Background: an optimization exercise with open tools, aiming at small area. Do not read the settings as production practice.
The RTL was checked by simulation tests, not by an equivalence proof against the original design.
Power and IR drop assume default switching activity.

Setup of the reference run:
Design aftab_core, start of the top module:
module aftab_core #(parameter size = 32) (
    input clk,
    input rst,
    input memReady,
    input [7:0] memDataIn,
    output [7:0] memDataOut,
    output memRead,
    output memWrite,
    output [size-1:0] memAddr,
    input machineExternalInterrupt,
    input machineTimerInterrupt,
    input machineSoftwareInterrupt,
    input userExternalInterrupt,
    input userTimerInterrupt,
    input userSoftwareInterrupt,
    input [15:0] platformInterruptSignals,
    output interruptProcessing
);
clock: 12.0 ns
lec_check: 0
cap_margin: 20
core_margin: 2
core_utilization: 40
place_density: 0.55
slew_margin: 20
standard.sh (not shown) runs the stock make flow with config.mk's settings and CLKGATE_MAP_FILE= SYNTH_SCRIPT=/design/flow/synth_recipe.tcl, a recipe that flattens the netlist after the stock synthesis.
==> flow/flow/run.sh <==
#!/bin/bash
# Layout flow: the standard ORFS flow (standard.sh: unchanged synthesis,
# floorplan, placement, routing) with these changes:
#  - clock tree synthesis uses clkbuf_4 and adds no dummy balancing loads;
#  - every port still gets its buffer, but the smallest buffer cell;
# The flow's full output goes to standard_flow.log; ORFS keeps each tool's
# log under orfs/logs.
set -euo pipefail
export CTS_ARGS="-sink_clustering_enable -repair_clock_nets -dont_use_dummy_load -buf_list sky130_fd_sc_hd__clkbuf_4"
export BUFFER_PORTS_ARGS="-buffer_cell sky130_fd_sc_hd__buf_1"
bash standard.sh finish > standard_flow.log 2>&1
### the reference run -> the trial run
-- flow/config.mk --
<<< the reference run, line 9
export CORE_MARGIN = 2
export CORE_UTILIZATION = 40
export PLACE_DENSITY = 0.55
export SLEW_MARGIN = 20
>>> the trial run, line 9
export CORE_MARGIN = 2
export CORE_UTILIZATION = 40
export PLACE_DENSITY = 0.7
export SLEW_MARGIN = 20
Results
The trial run vs. the reference run: final worst-path cycle share now sits higher, wire length went down by 1.4 mm, first-pass GRT wire length has remained practically unchanged, worst setup slack lower.


Starting RTL as in the previous note.
clock: 12.0 ns
lec_check: 0
cap_margin: 20
core_margin: 2
core_utilization: 40
cts_buf_list: sky130_fd_sc_hd__clkbuf_8
place_density: 0.55
slew_margin: 20
run.sh (not shown) runs the stock make flow with config.mk's settings and CLKGATE_MAP_FILE= SYNTH_SCRIPT=/design/flow/synth_recipe.tcl, a recipe that flattens the netlist after the stock synthesis.
Stock flow here: none of the scripts above is used.
The starting point went through all stages and came out clean.
==> next run, changes <==
==> flow/flow/run.sh (new file) <==
#!/bin/bash
# Layout flow: the standard ORFS flow (standard.sh: unchanged synthesis,
# floorplan, placement, routing) with these changes:
#  - clock tree synthesis uses clkbuf_4 and adds no dummy balancing loads;
#  - every port still gets its buffer, but the smallest buffer cell;
# The flow's full output goes to standard_flow.log; ORFS keeps each tool's
# log under orfs/logs.
set -euo pipefail
export CTS_ARGS="-sink_clustering_enable -repair_clock_nets -dont_use_dummy_load -buf_list sky130_fd_sc_hd__clkbuf_4"
export BUFFER_PORTS_ARGS="-buffer_cell sky130_fd_sc_hd__buf_1"
bash standard.sh finish > standard_flow.log 2>&1
==> flow/standard.sh (new file) <==
#!/bin/bash
# synth_recipe.tcl (not shown) runs the flow's synth.tcl, then flattens the netlist and writes it again
# the make line also repeats each setting of config.mk as NAME=value (left out here)
make -C /OpenROAD-flow-scripts/flow DESIGN_CONFIG=/design/flow/config.mk WORK_HOME=/design/flow/orfs CLKGATE_MAP_FILE= SYNTH_SCRIPT=/design/flow/synth_recipe.tcl "${@:-finish}"
--- a/flow/config.mk
+++ b/flow/config.mk
@@ -9,5 +9,5 @@
 export CORE_MARGIN = 2
 export CORE_UTILIZATION = 40
-export CTS_BUF_LIST = sky130_fd_sc_hd__clkbuf_8
+export GPL_ROUTABILITY_DRIVEN = 0
 export PLACE_DENSITY = 0.55
 export SLEW_MARGIN = 20
removed: flow/run.sh
Effect:
- core utilization shrinks by 1.4 points
- die area stays the same
- sequential share of layout area goes up by 1.6 points
- total power drops by about 11%
==> next run, changes <==
--- a/flow/config.mk
+++ b/flow/config.mk
@@ -8,6 +8,5 @@
 export CAP_MARGIN = 20
 export CORE_MARGIN = 2
-export CORE_UTILIZATION = 40
-export GPL_ROUTABILITY_DRIVEN = 0
-export PLACE_DENSITY = 0.55
+export CORE_UTILIZATION = 50
+export PLACE_DENSITY = 0.65
 export SLEW_MARGIN = 20
After rerunning: Design area fell by about 0.65%. Clock skew is higher by 0.030 ns. Routed wire length goes up by 2.9%.
==> next run, changes <==
==> flow/flow/run.sh (replaced) <==
#!/bin/bash
# Layout flow: the standard ORFS flow (standard.sh: unchanged synthesis,
# floorplan, placement, routing) with three changes:
#  - clock tree synthesis uses clkbuf_8 and adds no dummy balancing loads;
#  - every port still gets its buffer, but the smallest buffer cell;
#  - the global-route step recovers area on paths with positive slack.
# The flow's full output goes to standard_flow.log; ORFS keeps each tool's
# log under orfs/logs.
set -euo pipefail
export CTS_ARGS="-sink_clustering_enable -repair_clock_nets -dont_use_dummy_load -buf_list sky130_fd_sc_hd__clkbuf_8"
export BUFFER_PORTS_ARGS="-buffer_cell sky130_fd_sc_hd__buf_1"
export RECOVER_POWER=100
bash standard.sh finish > standard_flow.log 2>&1
--- a/flow/config.mk
+++ b/flow/config.mk
@@ -8,5 +8,5 @@
 export CAP_MARGIN = 20
 export CORE_MARGIN = 2
-export CORE_UTILIZATION = 50
-export PLACE_DENSITY = 0.65
+export CORE_UTILIZATION = 40
+export PLACE_DENSITY = 0.55
 export SLEW_MARGIN = 20
Now the flow produced a layout that fails on max-capacitance violations, max-slew violations.
Via count goes down by 2.7%.
Hold slack improves by 0.012 ns.
Sequential power barely changes.
Count of clock-buffer cells in the layout goes down by 130.
Final area goes up by 1.1%.
Fmax goes down by 0.43%.
Critical path depth goes down by 10.
Total power goes up by 6.5%.
Cell count goes up by 4.7%.
Clock power goes up by 19%.

what the ideal ports hide:
Ports are ideal in the flow. The routed layouts listed here were re-timed in OpenROAD.
Step 1: set_driving_cell puts a clkbuf_16 on clk and a buf_2 on each other input, an assumption about the parent block.
Step 2 adds t to the input delays and takes it off the output delays; t is the mean of the earliest and latest rising clock arrival at the registers after step 1. Input paths then give back, and output paths get back, about the clock's delay inside the block.
Slacks: ideal / step 1 / step 2; pairs: ideal / step 1.
| run | t, ns | slack for setup (ns) | hold slack, ns | worst setup path at the end |
|---|---|---|---|---|
| the reference run | 1.459 | 0.864 / 0.864 / 0.864 | 0.418 / 0.418 / 0.418 | register to register |
| the trial run | 1.489 | 0.636 / 0.636 / 0.636 | 0.408 / 0.408 / 0.408 | register to register |
| the first run of note 2 | 1.111 | 1.054 / 1.054 / 1.054 | 0.409 / 0.409 / 0.409 | register to register |
| the second run of note 2 | 1.509 | 0.493 / 0.493 / 0.493 | 0.411 / 0.411 / 0.411 | register to register |
| the third run of note 2 | 1.486 | 0.633 / 0.633 / 0.633 | 0.447 / 0.447 / 0.447 | register to register |
| the fourth run of note 2 | 1.119 | 0.584 / 0.584 / 0.513 | 0.458 / 0.458 / 0.458 | input, reset recovery |
The setup slack of the fourth run of note 2, which loses most, moves by 0.000 ns with the drivers and by -0.071 ns with both steps. The worst setup slack also covers recovery checks on asynchronous resets.
